From an optimization exercise on the open Yosys and OpenROAD flow, aimed at small area, a short achievable clock period and few clock cycles; shortcuts taken in it are not production practice. Only simulation tests tie the RTL to the original design; equivalence was not proved. Power and IR drop assume default switching activity.

==> flow/design.v <==
`default_nettype none
module top (
    input clk,
    output [31:0] InstructionAddress,
    input [31:0] InstructionData,
    output [31:0] DataAddress,
    output [31:0] WriteData,
    input [31:0] ReadData,
    output oe,
    output we,
    input rst
);
  reg  [31:2] pc;   
  reg  [31:2] pcD;   
  reg         pT;   
  reg  [31:0] ir;
  reg         vD;
  reg  [ 4:0] irB;   
  reg hAE, hAM, hAW, hBE, hBM, hBW;   
  reg  [31:0] eA, eB, eS;
  reg  [ 3:0] eFn;
  reg         eSub, eSlowZ;
  reg  [ 4:0] eSh;   
  reg         eWen, eLd, eSt;
  reg  [ 4:0] eRc;
  reg  [31:0] mY, mS;
  reg         mWen, mLd, mSt;
  reg  [ 4:0] mRc;
  reg  [31:0] wY;
  reg         wWen, wLd;
  reg  [ 4:0] wRc;
  reg  [31:0] rf   [0:30];
  reg  [30:0] rfv;
  assign InstructionAddress = {pc, 2'b00};
  assign DataAddress = mY;
  assign WriteData = mS;
  assign oe = mLd;
  assign we = mSt;
  wire [5:0] op = ir[31:26];
  wire [4:0] rc = ir[25:21];
  wire [4:0] ra = ir[20:16];
  wire [4:0] rb = ir[15:11];
  wire [31:0] sxt = {{16{ir[15]}}, ir[15:0]};
  wire isAlu = op[5] & ~((op[3:1] == 3'b001) | (op[2:0] == 3'b111));
  wire isAluR = isAlu & ~op[4];
  wire isHalt = (op == 6'b0);
  wire o5 = ~op[5] & ~isHalt;   
  wire isLd = o5 & (op[2:0] == 3'b000);
  wire isSt = o5 & (op[2:0] == 3'b001);
  wire isJmp = o5 & (op[2:0] == 3'b011);
  wire isBeq = o5 & (op[2:0] == 3'b101);
  wire isBne = o5 & (op[2:0] == 3'b110);
  wire isLdr = o5 & (op[2:0] == 3'b111);
  wire isIll = ~isHalt & ~isAlu & ~isLd & ~isSt & ~isJmp & ~isBeq & ~isBne & ~isLdr;
  wire isBr = isBeq | isBne;
  wire link = isJmp | isBr | isIll;
  wire [4:0] rbx = irB;
  wire useA = ~isLdr;
  wire useB = isAluR | isSt;
  wire [31:0] aluY;
  wire zE;
  wire [31:0] wd = wLd ? ReadData : wY;
  function automatic [31:0] rfread(input [4:0] r);
    integer i;
    begin
      rfread = 32'b0;
      for (i = 0; i < 31; i = i + 1) rfread = rfread | (rf[i] & {32{(r == i) & rfv[i]}});
    end
  endfunction
  wire eHitA = hAE;
  wire eHitB = hBE;
  wire mHitA = hAM;
  wire mHitB = hBM;
  wire wHitA = hAW;
  wire wHitB = hBW;
  wire [31:0] rdA0 = mHitA ? mY : (wHitA ? wd : rfread(ra));
  wire [31:0] rdB0 = mHitB ? mY : (wHitB ? wd : rfread(rbx));
  wire [31:0] rdA = eHitA ? aluY : rdA0;
  wire [31:0] rdB = eHitB ? aluY : rdB0;
  wire ldHaz = ((eLd & eHitA) | (mLd & mHitA)) & useA | ((eLd & eHitB) | (mLd & mHitB)) & useB;
  wire stall = vD & (isHalt | ldHaz | (isBr & eHitA & eSlowZ) | ((isBr | isJmp) & wHitA & wLd));
  wire go = vD & ~stall;
  reg [30:0] rfz;   
  reg zRF;
  integer q;
  always @* begin
    zRF = 1'b1;
    for (q = 0; q < 31; q = q + 1) if (ra == q && rfv[q] && !rfz[q]) zRF = 1'b0;
  end
  wire wZ = (wY == 32'b0);
  wire zW = wLd ? (ReadData == 32'b0) : wZ;
  wire z = eHitA ? zE : (mHitA ? (mY == 32'b0) : (wHitA ? wZ : zRF));   
  wire [31:2] brT = pcD + sxt[29:0];
  wire taken = (isBeq & z) | (isBne & ~z);
  wire redirect = go & ((taken ^ pT) | isJmp | isIll);
  wire [31:2] target = isJmp ? rdA[31:2] : (isIll ? 30'd1 : (pT ? pcD : brT));
  wire [5:0] fop = InstructionData[31:26];
  wire fo5 = ~fop[5] & (fop != 6'b0);
  wire fBeq = fo5 & (fop[2:0] == 3'b101);
  wire fBne = fo5 & (fop[2:0] == 3'b110);
  wire fRa31 = (InstructionData[20:16] == 5'd31);
  wire fPred = (fBeq & fRa31) | ((fBeq | fBne) & InstructionData[15] & ~(fBne & fRa31));
  wire [31:2] pcInc = pc + 30'd1;
  wire [30:0] fT1 = {pc, 1'b1} + {{14{InstructionData[15]}}, InstructionData[15:0], 1'b1};
  wire [31:2] fT = fT1[30:1];   
  wire [31:2] seqPc = fPred ? fT : pcInc;
  wire [31:2] brPc = pT ? pcD : brT;
  wire jmpIll = go & (isJmp | isIll);
  wire rdZ = jmpIll | (go & isBr & (isBeq ^ pT));   
  wire rdNZ = jmpIll | (go & isBr & (isBne ^ pT));   
  wire [31:2] jiPc = isJmp ? rdA[31:2] : 30'd1;
  wire [31:2] pcZ = jmpIll ? jiPc : ((go & isBr & (isBeq ^ pT)) ? brPc : seqPc);
  wire [31:2] pcNZ = jmpIll ? jiPc : ((go & isBr & (isBne ^ pT)) ? brPc : seqPc);
  always @(posedge clk) begin
    if (rst) begin
      pc <= 30'b0;
      vD <= 1'b0;
      pT <= 1'b0;
    end else if (!stall) begin
      pc <= z ? pcZ : pcNZ;
      vD <= z ? ~rdZ : ~rdNZ;
      pT <= fPred;
    end
    if (!stall) ir <= InstructionData;
    if (!stall) pcD <= pcInc;
    if (!stall) irB <= nrb;
    if (rst) begin
      {hAE, hAM, hAW, hBE, hBM, hBW} <= 6'b0;
    end else begin
      hAE <= eWenN & (eRcN == nra);
      hAM <= eWen & (eRc == nra);
      hAW <= mWen & (mRc == nra);
      hBE <= eWenN & (eRcN == nrb);
      hBM <= eWen & (eRc == nrb);
      hBW <= mWen & (mRc == nrb);
    end
  end
  wire [31:0] id = InstructionData;
  wire idSt = ~id[31] & (id[28:26] == 3'b001);
  wire [4:0] nra = stall ? ra : id[20:16];
  wire [4:0] nrb = stall ? irB : (idSt ? id[25:21] : id[15:11]);
  wire sub = isAlu & ((op[3:0] == 4'b0001) | (op[3:2] == 2'b01));
  wire [31:0] imm = link ? 32'b0 : (isLdr ? {sxt[29:0], 2'b00} : sxt);
  wire [31:0] bsel0 = isAluR ? rdB0 : imm;
  wire bFwd = eHitB & isAluR;   
  wire aFwd = eHitA & ~(isLdr | link);
  wire [31:0] aluYx = sub ? ~aluY : aluY;
  wire [4:0] eRcN = isIll ? 5'd30 : rc;
  wire eWenN = go & ~isSt & (eRcN != 5'd31);
  always @(posedge clk) begin
    if (rst) begin
      eWen <= 1'b0;
      eLd  <= 1'b0;
      eSt  <= 1'b0;
    end else begin
      eWen <= eWenN;
      eLd  <= go & (isLd | isLdr);
      eSt  <= go & isSt;
    end
    eRc <= eRcN;
    eA <= aFwd ? aluY : ((isLdr | link) ? {pcD, 2'b00} : rdA0);
    eB <= bFwd ? aluYx : (sub ? ~bsel0 : bsel0);
    eSub <= sub;
    eFn <= isAlu ? op[3:0] : 4'b0000;
    eSlowZ <= isAlu & (op[3] ? op[2] : (op[2] & (op[1:0] != 2'b00)));
    eS <= rdB;
    eSh <= (isAlu & op[3] & op[2]) ? (bFwd ? aluY[4:0] : bsel0[4:0]) : 5'b0;
  end
  wire [32:0] sum1 = {eA, eSub} + {eB, eSub};   
  wire [31:0] sum = sum1[32:1];
  wire [31:0] t = eA ^ eB;
  wire eq = &t;   
  wire lt = (eA[31] == eB[31]) ? eA[31] : sum[31];
  wire [31:0] lg = eFn[1] ? (eFn[0] ? ~t : t) : (eFn[0] ? (eA | eB) : (eA & eB));
  wire cmp = (eFn[1:0] == 2'b00) ? eq : (eFn[1:0] == 2'b01) ? lt : (lt | eq);
  wire shl = (eFn[1:0] == 2'b00);
  wire fill = (eFn[1:0] == 2'b10) & eA[31];
  reg [31:0] shin, shout, shr;
  integer k;
  always @* begin
    for (k = 0; k < 32; k = k + 1) shin[k] = shl ? eA[31-k] : eA[k];
    shr = shin;
    if (eSh[0]) shr = {{1{fill}}, shr[31:1]};
    if (eSh[1]) shr = {{2{fill}}, shr[31:2]};
    if (eSh[2]) shr = {{4{fill}}, shr[31:4]};
    if (eSh[3]) shr = {{8{fill}}, shr[31:8]};
    if (eSh[4]) shr = {{16{fill}}, shr[31:16]};
    for (k = 0; k < 32; k = k + 1) shout[k] = shl ? shr[31-k] : shr[k];
  end
  assign aluY = (eFn[3:2] == 2'b00) ? sum :
                (eFn[3:2] == 2'b01) ? {31'b0, cmp} :
                (eFn[3:2] == 2'b10) ? lg : shout;
  wire zSum = (t == {eA[30:0] | eB[30:0], eSub});
  wire zLg = eFn[1] ? (eFn[0] ? eq : ~|t) : (eFn[0] ? ~|(eA | eB) : ~|(eA & eB));
  assign zE = (eFn[3:2] == 2'b00) ? zSum : (eFn[3:2] == 2'b01) ? ~eq : zLg;
  always @(posedge clk) begin
    if (rst) begin
      mWen <= 1'b0;
      mLd  <= 1'b0;
      mSt  <= 1'b0;
      wWen <= 1'b0;
    end else begin
      mWen <= eWen;
      mLd  <= eLd;
      mSt  <= eSt;
      wWen <= mWen;
    end
    mRc <= eRc;
    mY  <= aluY;
    mS  <= eS;
    wLd <= mLd;
    wRc <= mRc;
    wY  <= mY;
  end
  integer j;
  always @(posedge clk) begin
    for (j = 0; j < 31; j = j + 1) begin
      if (wWen && wRc == j) rf[j] <= wd;
      if (wWen && wRc == j) rfz[j] <= zW;
    end
    if (rst) rfv <= 31'b0;
    else
      for (j = 0; j < 31; j = j + 1) begin
        if (wWen && wRc == j) rfv[j] <= 1'b1;
      end
  end
endmodule
==> flow/config.mk <==
export PLATFORM = sky130hd
export DESIGN_NAME = top
export DESIGN_NICKNAME = top
export VERILOG_FILES = /design/flow/design.v
export SDC_FILE = /design/flow/constraint.sdc
export NUM_CORES = 4
export LEC_CHECK = 0
export CAP_MARGIN = 20
export CORE_MARGIN = 2
export CORE_UTILIZATION = 45
export CTS_CLUSTER_DIAMETER = 100
export CTS_CLUSTER_SIZE = 24
export PLACE_DENSITY = 0.5
export SETUP_SLACK_MARGIN = 5.0
export SLEW_MARGIN = 20
export TNS_END_PERCENT = 10
==> flow/constraint.sdc <==
create_clock -name core_clock -period 9.0 [get_ports {clk}]
set_input_delay 1.8000 -clock core_clock [delete_from_list [all_inputs] [get_ports {clk}]]
set_output_delay 1.8000 -clock core_clock [all_outputs]
set_load 0.01 [all_outputs]
standard.sh (not shown) runs the stock make flow with config.mk's settings and CLKGATE_MAP_FILE= SYNTH_SCRIPT=/design/flow/synth_recipe.tcl, a recipe that flattens the netlist after the stock synthesis.
==> flow/flow/run.sh <==
#!/bin/bash
# The standard layout (standard.sh), with the input and output port buffers
# made of sky130_fd_sc_hd__buf_4 rather than the cell buffer_ports picks by
# default (a slow delay cell). Every port is still buffered.
export BUFFER_PORTS_ARGS="-buffer_cell sky130_fd_sc_hd__buf_4"
bash standard.sh > standard.log 2>&1
Testbench counts at the start, summed over its fixed seeds: cycles 67,753.
Rerun with:
==> flow/flow/run.sh (replaced) <==
#!/bin/bash
# The standard layout (standard.sh), with the input and output port buffers
# made of sky130_fd_sc_hd__buf_2 rather than the cell buffer_ports picks by
# default (a slow delay cell). Every port is still buffered.
export BUFFER_PORTS_ARGS="-buffer_cell sky130_fd_sc_hd__buf_2"
bash standard.sh > standard.log 2>&1
CTS_CLUSTER_SIZE = 20   (was 24)
Result: Design area went down by 0.58%. Sequential share of layout area went up by 0.27 points. Wire length went up by 0.38%. Setup slack loses 0.065 ns. Core utilization went down by 0.29 points.
Rerun with:
==> flow/run.sh (new file) <==
#!/bin/bash
# synth_recipe.tcl (not shown) runs the flow's synth.tcl, then flattens the netlist and writes it again
# the make line also repeats each setting of config.mk as NAME=value (left out here)
make -C /OpenROAD-flow-scripts/flow DESIGN_CONFIG=/design/flow/config.mk WORK_HOME=/design/flow/orfs CLKGATE_MAP_FILE= SYNTH_SCRIPT=/design/flow/synth_recipe.tcl finish
removed: flow/flow/run.sh
removed: flow/standard.sh
=> Routed wire length rose slightly; global-route usage is about the same; clock-buffer cell count stays the same; core utilization rose by 1.1 points; final cell count rose slightly; via count rose slightly; non-clock buffer count rose by 50; clock power barely changes.
Rerun with:
==> flow/flow/run.sh (new file) <==
#!/bin/bash
# The standard layout (standard.sh), with the input and output port buffers
# made of sky130_fd_sc_hd__buf_4 rather than the cell buffer_ports picks by
# default (a slow delay cell). Every port is still buffered.
export BUFFER_PORTS_ARGS="-buffer_cell sky130_fd_sc_hd__buf_4"
bash standard.sh > standard.log 2>&1
==> flow/standard.sh (new file) <==
#!/bin/bash
# synth_recipe.tcl (not shown) runs the flow's synth.tcl, then flattens the netlist and writes it again
# the make line also repeats each setting of config.mk as NAME=value (left out here)
make -C /OpenROAD-flow-scripts/flow DESIGN_CONFIG=/design/flow/config.mk WORK_HOME=/design/flow/orfs CLKGATE_MAP_FILE= SYNTH_SCRIPT=/design/flow/synth_recipe.tcl "${@:-finish}"
CORE_UTILIZATION = 50   (was 45)
PLACE_DENSITY = 0.55   (was 0.5)
removed: flow/run.sh
Clock-buffer cell count is higher by 1; worst setup slack gains 0.16 ns; total power is lower by 0.52%; register-to-register slack gains 0.16 ns; critical path depth is higher by 1; sequential share of layout area is higher by 0.84 points; first-iteration DRC count is higher by 8.6%; wire length is lower by 6.0%; clock skew is lower by 0.011 ns.

## re-timing with driven ports
Ports are ideal in the flow. The routed layouts listed here were re-timed in OpenROAD. Step 1: set_driving_cell puts a clkbuf_16 on clk and a buf_2 on each other input, an assumption about the parent block. Step 2 adds t to the input delays and takes it off the output delays; t is the mean of the earliest and latest rising clock arrival at the registers after step 1. Input paths then give back, and output paths get back, about the clock's delay inside the block. Three values: ideal ports, drivers, drivers and shift; two values: the first two.
| run | t (ns) | setup slack, ns | worst setup path at the end | latest minus earliest clock arrival (ns) | cell pins on the clock port's net |
|---|---|---|---|---|---|
| the first run | 0.806 | 4.775 / 4.775 / 4.179 | input to register | 0.058 / 0.058 | 1 |
| the second run | 0.833 | 4.710 / 4.710 / 4.173 | input to register | 0.064 / 0.064 | 1 |
| the third run | 0.838 | 4.698 / 4.698 / 4.160 | input to register | 0.077 / 0.077 | 1 |
| the fourth run | 0.823 | 4.855 / 4.855 / 4.218 | input to register | 0.069 / 0.068 | 1 |
After both steps every run listed still meets setup and hold. For the fourth run, which loses most, drivers alone change the setup slack by 0.000 ns; drivers and shift together by -0.637 ns.
